Background: an optimization exercise with open tools, aiming at small area. Do not read the settings as production practice.
The RTL was checked by simulation tests, not by an equivalence proof against the original design.
The clock port is modelled as an ideal driver; clocking choices that lean on that would not hold on a real chip.
Power and IR drop assume default switching activity.

== run a ==
// Projeto_lcd
module Projeto_lcd
(
	clk,	reset, enter, cima, esquerda, switch1,
	enable, rs, rw,
	data, on
);
For scale: ~370 cells after synthesis, ~18 I/O pins, ~2800 sq um of cells after synthesis.
export LEC_CHECK = 0
export ABC_AREA = 1
export CAP_MARGIN = 20
export CORE_MARGIN = 2
export CORE_UTILIZATION = 40
export SLEW_MARGIN = 20
create_clock -name core_clock -period 10.0 [get_ports {clk}]
standard.sh (not shown) runs the stock make flow with config.mk's settings and CLKGATE_MAP_FILE= SYNTH_SCRIPT=/design/flow/synth_recipe.tcl, a recipe that flattens the netlist after the stock synthesis.
==> flow/flow/run.sh <==
#!/bin/bash
# Own layout flow: the standard synthesis, then the combinational logic between the
# standard synthesis's registers re-optimised for area with ABC (registers, their names
# and cell types untouched; the result is checked equivalent with Yosys and the standard
# netlist is kept if the check fails), then the standard ORFS layout steps with smaller
# port buffers and two clock buffers in place of the clock tree.
set -uo pipefail
W=$(pwd)
F=$W/flow
R=$W/orfs/results/sky130hd/Projeto_lcd/base
LIB=$FLOW_HOME/platforms/sky130hd/lib/sky130_fd_sc_hd__tt_025C_1v80.lib
YOSYS=$(command -v yosys || echo $FLOW_HOME/../tools/install/yosys/bin/yosys)

# 1. standard synthesis
bash standard.sh synth > $W/log_1_synth_std.txt 2>&1 || exit 1
cp $R/1_2_yosys.v $W/std_1_2_yosys.v

# 2. re-optimise the combinational logic, with each ABC script in flow/resyn*.abc
KEEP=$(grep -oE 'sky130_fd_sc_hd__(df|edf|sdf|sedf|dl|conb)[a-z0-9_]*' $W/std_1_2_yosys.v | sort -u | tr '\n' ' ')
for S in $F/resyn*.abc; do
  n=$(basename $S .abc)
  cat > $W/$n.ys <<EOY
read_liberty -ignore_miss_func $LIB
read_verilog $W/std_1_2_yosys.v
hierarchy -top Projeto_lcd
setattr -mod -set keep_hierarchy 1 $KEEP
flatten
rename -hide w:*.*
opt -purge
abc -liberty $LIB $(cat $F/dontuse.txt) -script $S
opt_clean -purge
tee -o $W/$n.area.txt stat -liberty $LIB
select Projeto_lcd
write_verilog -noattr -selected $W/$n.v
EOY
  (cd $W && timeout 1200 $YOSYS -l $W/log_2_$n.txt -q $W/$n.ys > /dev/null 2>&1) &
  # at most NUM_CORES at a time
  while (( $(jobs -rp | wc -l) >= ${NUM_CORES:-4} )); do sleep 1; done
done
wait
# candidates, smallest first
for S in $F/resyn*.abc; do
  n=$(basename $S .abc)
  a=$(grep "Chip area for top" $W/$n.area.txt 2>/dev/null | awk '{print $NF}')
  [[ -n "$a" && -s $W/$n.v ]] && echo "$a $n"
done | sort -g > $W/resyn_candidates.txt
used=none
grep -oE '^\s*sky130_fd_sc_hd__(df|edf|sdf|sedf|dl)[a-z0-9_]* \S+' $W/std_1_2_yosys.v | awk '{print $1,$2}' | sort > $W/regs_std.txt
while read -r a n; do
  cat > $W/equiv_$n.ys <<EOY
read_liberty -ignore_miss_func $LIB
read_verilog $W/std_1_2_yosys.v
rename Projeto_lcd gold
read_verilog $W/$n.v
rename Projeto_lcd gate
hierarchy -check
proc
flatten
async2sync
opt_clean
equiv_make gold gate equiv
hierarchy -top equiv
equiv_simple -seq 2
equiv_induct -seq 2
equiv_status -assert
EOY
  if (cd $W && timeout 1200 $YOSYS -l $W/log_3_equiv_$n.txt -q $W/equiv_$n.ys > /dev/null 2>&1); then
    grep -oE '^\s*sky130_fd_sc_hd__(df|edf|sdf|sedf|dl)[a-z0-9_]* \S+' $W/$n.v | awk '{print $1,$2}' | sort > $W/regs_$n.txt
    if cmp -s $W/regs_std.txt $W/regs_$n.txt; then used=$n; break; fi
  fi
done < $W/resyn_candidates.txt
echo "resynthesis used: $used" > $W/log_resyn_status.txt
if [[ $used != none ]]; then
  cp $W/$used.v $R/1_2_yosys.v
  rm -f $R/1_synth.odb $R/1_synth.sdc
  bash standard.sh synth > $W/log_4_synth_odb.txt 2>&1 || exit 1
fi

# 3. layout
export BUFFER_PORTS_ARGS="-buffer_cell sky130_fd_sc_hd__buf_1"
export CTS_ARGS="-sink_clustering_enable -repair_clock_nets -dont_use_dummy_load"
# two clock buffers, each at the centre of the registers it drives (flow/pre_cts.tcl)
export PRE_CTS_TCL=$F/pre_cts.tcl CLK_NBUF=2 CLK_BUF_CELL=sky130_fd_sc_hd__clkbuf_16
bash standard.sh > $W/log_5_layout.txt 2>&1 || exit 1
Other scripts of this flow, unchanged in this note and not shown: flow/flow/dontuse.txt, flow/flow/pre_cts.tcl, flow/flow/resyn0.abc, flow/flow/resyn1.abc, flow/flow/resyn2.abc, flow/flow/resyn3.abc, flow/flow/resyn4.abc, flow/flow/resyn5.abc, flow/flow/resyn6.abc, flow/flow/resyn7.abc
Run a finished every step from synthesis to the final layout, and the layout passed the timing, design-rule and antenna checks.
Here is what was changed in the inputs of run b compared with run a.
--- a/flow/design.v
+++ b/flow/design.v
@@ -12,15 +12,14 @@
 	wire up = ~cima & ~switch1;
 	wire dn = ~cima &  switch1;
 	wire rt = ~esquerda &  switch1;
 	wire lf = ~esquerda & ~switch1;
 	wire key = ~cima | ~esquerda;
 	reg [2:0] dv;
-	reg [2:0] rcn;    
-	wire [2:0] rc = ~rcn;
-	wire tick = rcn[0] & dv[2] & ~dv[1];
+	reg [2:0] rc;
+	wire tick = ~rc[0] & dv[2] & ~dv[1];
 	always @(posedge clk or negedge reset)
 		if (!reset) dv <= 3'd0;
 		else dv <= {dv[1:0], ~(dv[1] | dv[2])};
 	localparam RST0 = 7'd0;
 	localparam PWR = 7'd1;
 	localparam M1_S = 7'd104;
@@ -65,14 +64,14 @@
 	reg [31:0] ring;
 	wire hit = (rc == j);
 	wire [3:0] hin = ~editing ? {3'b000, rc == 3'd7} : (hit & wr) ? cur : ring[3:0];
 	always @(posedge clk)
 		ring <= {hin, ring[31:4]};
 	always @(posedge clk or negedge reset)
-		if (!reset) rcn <= 3'd7;
-		else rcn <= rcn - 3'd1;
+		if (!reset) rc <= 3'd0;
+		else rc <= rc + 3'd1;
 	reg [6:0] nx;
 	reg np;
 	always @* begin
 		nx = st + 7'd1;
 		np = 1'b1;
 		case (st)
Of run a and run b, run a shows the lower fraction of standard cell area that is sequential, with run b above it.
The die extent in x of run b and that of run a are within noise of each other.
Compare run a and run b | first-pass detailed-route iteration total higher: run a
Re fmax: run a was higher than run b.
Final routed wirelength across all metal layers (higher): run b
Comparing run a and run b, the lower final clock period utilization by the worst path was measured on run a.
A termination of the worst setup path of data[7] is what run b shows, while enable belongs to run a.
From run a to run b the numbers moved as follows: final worst-path setup slack moved down; total power level; fraction of power consumed by the clock network moved down; signed area change from the synthesized netlist to the final layout moved down.
The global routing usage on met2 reported for run b is smaller than that of run a by 2.4 points.

[static timing again, ports no longer ideal]
The flow's constraints put no driver on any port. The routed layouts listed below were extracted and timed again, unchanged, in two steps. Step 1 sets driving cells, clkbuf_16 on the clock port and buf_2 on the other inputs (assumed; they add their load-dependent delay and slew). Step 2 moves the port delays by t, midway between the first and last clock arrival at a register: inputs arrive t later, outputs are due t later. That takes back most of the time a late clock gives input paths. Three values: ideal, step 1, step 2; two values: the first two.
run	shift t [ns]	setup slack, ns	pins driven straight from the clock port
run a	0.202	2.183 / 2.136 / 2.337	2
run b	0.198	1.118 / 1.075 / 1.272	2
After both steps setup and hold are still met in every run listed.
